Context: an optimization exercise on an open-source flow, tuned for small area. The choices shown serve that exercise and are no tape-out recipe. In this exercise RTL edits were held to simulation tests only and were not proved equivalent to the original. No driver is modelled on the clock port, so clock power and skew are understated where the tree is cut down; a real chip needs a root buffer or a tree. Power and IR drop assume default switching activity.

Design GameManager, start of the top module:
module GameManager(
    input clk_2,
    input botton_1,
    input botton_2,
    input botton_3,
    input botton_4,
    input botton_5,
    input botton_6,
    input botton_7,
    input botton_8,
    input dip1,
    input dip2,
    input dip3,
    input dip_rst,
    input dip_clk,
    output led_1,
    output led_2,
    output led_3,
    output led_4,
    output led_5,
    output led_6,
    output led_7,
    output led_8,
    output [7:0] SEG_COM,
    output [7:0] SEG_DATA
);
Size in the first run: about 5300 um^2 of cells after synthesis.
==> flow/config.mk <==
export PLATFORM = sky130hd
export DESIGN_NAME = GameManager
export DESIGN_NICKNAME = GameManager
export VERILOG_FILES = /design/flow/design.v
export SDC_FILE = /design/flow/constraint.sdc
export NUM_CORES = 4
export LEC_CHECK = 0
export CAP_MARGIN = 20
export CORE_MARGIN = 2
export CORE_UTILIZATION = 40
export SLEW_MARGIN = 20
==> flow/constraint.sdc <==
create_clock -name core_clock -period 10.0 [get_ports {clk_2}]
set_input_delay 2.0000 -clock core_clock [delete_from_list [all_inputs] [get_ports {clk_2}]]
set_output_delay 2.0000 -clock core_clock [all_outputs]
set_load 0.01 [all_outputs]
standard.sh (not shown) runs the stock make flow with config.mk's settings and CLKGATE_MAP_FILE= SYNTH_SCRIPT=/design/flow/synth_recipe.tcl, a recipe that flattens the netlist after the stock synthesis.
==> flow/flow/run.sh <==
#!/bin/bash
# Own layout flow: the standard flow (standard.sh) with these changes:
#  * synthesis maps the logic with an area-oriented ABC script (flow/my_synth.tcl,
#    flow/abc_area.script); everything else in synthesis is the standard flow's
#  * the port buffers are sky130_fd_sc_hd__buf_1 (every port still gets one)
#  * the clock tree is one level of buffers (4 x buf_12, one per equal-size
#    cluster of flip-flops) made by flow/my_cts.tcl in
#    place of ORFS's CTS step
# Each tool's full output goes to the ORFS logs (orfs/logs/...) and to the
# flow_*.log files in this folder.
set -euo pipefail
W=$(pwd)
export MY_ABC_SCRIPT="$W/flow/abc_area.script"
export BUFFER_PORTS_ARGS="-buffer_cell sky130_fd_sc_hd__buf_1"
# standard.sh with the synthesis script swapped for flow/my_synth.tcl
sed "s#SYNTH_SCRIPT=[^ ]*#SYNTH_SCRIPT=$W/flow/my_synth.tcl#" standard.sh > my_standard.sh
grep -q "SYNTH_SCRIPT=$W/flow/my_synth.tcl" my_standard.sh
bash my_standard.sh place > flow_make_place.log 2>&1 || { tail -50 flow_make_place.log; exit 1; }
RESULTS_DIR="$W/orfs/results/sky130hd/GameManager/base" PLATFORM_DIR="$FLOW_HOME/platforms/sky130hd" \
  MY_CTS_NBUF=4 MY_CTS_BUF=sky130_fd_sc_hd__buf_12 \
  openroad -no_init -exit "$W/flow/my_cts.tcl" > flow_cts.log 2>&1 || { tail -50 flow_cts.log; exit 1; }
bash my_standard.sh finish > flow_make_finish.log 2>&1 || { tail -50 flow_make_finish.log; exit 1; }
test -s out/final.def
Other scripts of this flow, unchanged in this note and not shown: flow/flow/abc_area.script, flow/flow/my_cts.tcl, flow/flow/my_synth.tcl
==> next run, changes <==
--- a/flow/design.v
+++ b/flow/design.v
@@ -159,14 +159,14 @@
         else clk_q <= clkp;
     end
     wire step = clkp & ~clk_q;
     reg [5:0] s;
     reg pend;
     wire s_last = (s == {1'b0, max, 1'b1});
-    wire [2:0] w = ~pend ? {D[1], D[0], D[17]} :
-                   (L == 2'd1) ? D[11:9] : (L == 2'd2) ? D[7:5] : D[3:1];
+    wire [2:0] w_show = {D[1], D[0], D[17]};
+    wire [2:0] w = (L == 2'd1) ? D[11:9] : (L == 2'd2) ? D[7:5] : D[3:1];
     reg bv, bm;
     reg [2:0] bi;
     reg qm, qp;    
     wire inp_bt = |btn;
     wire bl_any = |btn[3:0], bh_any = |btn[7:4];
     wire bl_le1 = ~((btn[0] | btn[1]) & (btn[2] | btn[3])) & ~(btn[0] & btn[1]) & ~(btn[2] & btn[3]);
@@ -222,13 +222,13 @@
             end
         end
     end
     assign rot = (step & ~pend & ((~s[5] & ~s[0]) | s_last)) |
                  (en & ~inp_bt & verify & ~s_end2);
     wire on = ~pend & ~s[5] & s[0];
-    assign {led_8, led_7, led_6, led_5, led_4, led_3, led_2, led_1} = on ? (8'd1 << w) : 8'd0;
+    assign {led_8, led_7, led_6, led_5, led_4, led_3, led_2, led_1} = on ? (8'd1 << w_show) : 8'd0;
     reg [2:0] cnt;
     reg started;
     always @(posedge clk_2) begin
         if (rs) begin
             cnt <= 3'd0;
             started <= 1'b0;
Effect: Die area came out lower by 0.95%; sequential share of layout area grows by 0.53 points; critical path depth does not change; total power falls by 4.4%; core utilization climbs by 0.92 points; flip-flop and latch count is unchanged; hold slack loses 0.011 ns; first-iteration DRC count went up by 33%; register-to-register slack got worse by 0.02 ns; worst setup slack loses 0.11 ns; routed wire length is higher by 0.33%; design area went down by 1.1%; via count came out lower by 2.3%.
In every run of this note, the design's own scripts or RTL, not TritonCTS, make the clock network.

==> port drivers added, routing unchanged <==
No port has a modelled driver above. Below, the same layouts with a new extraction and two added sets of constraints.
Step 1: set_driving_cell puts a clkbuf_16 on clk_2 and a buf_2 on each other input, an assumption about the parent block.
Step 2 also shifts input and output timing later by t, the mid clock arrival at the registers, as if the neighbouring blocks saw the same clock.
Three values: ideal ports, drivers, drivers and shift; two values: the first two.
run	t, ns	slack for setup (ns)	slew at the worst register clock pin (ns)
the first run	0.225	5.790 / 5.743 / 5.631	0.12 / 0.12
the second run	0.231	5.680 / 5.750 / 5.519	0.11 / 0.11
After both steps setup and hold are still met in every run listed. For the second run, which loses most, drivers alone change the setup slack by +0.070 ns; drivers and shift together by -0.161 ns.
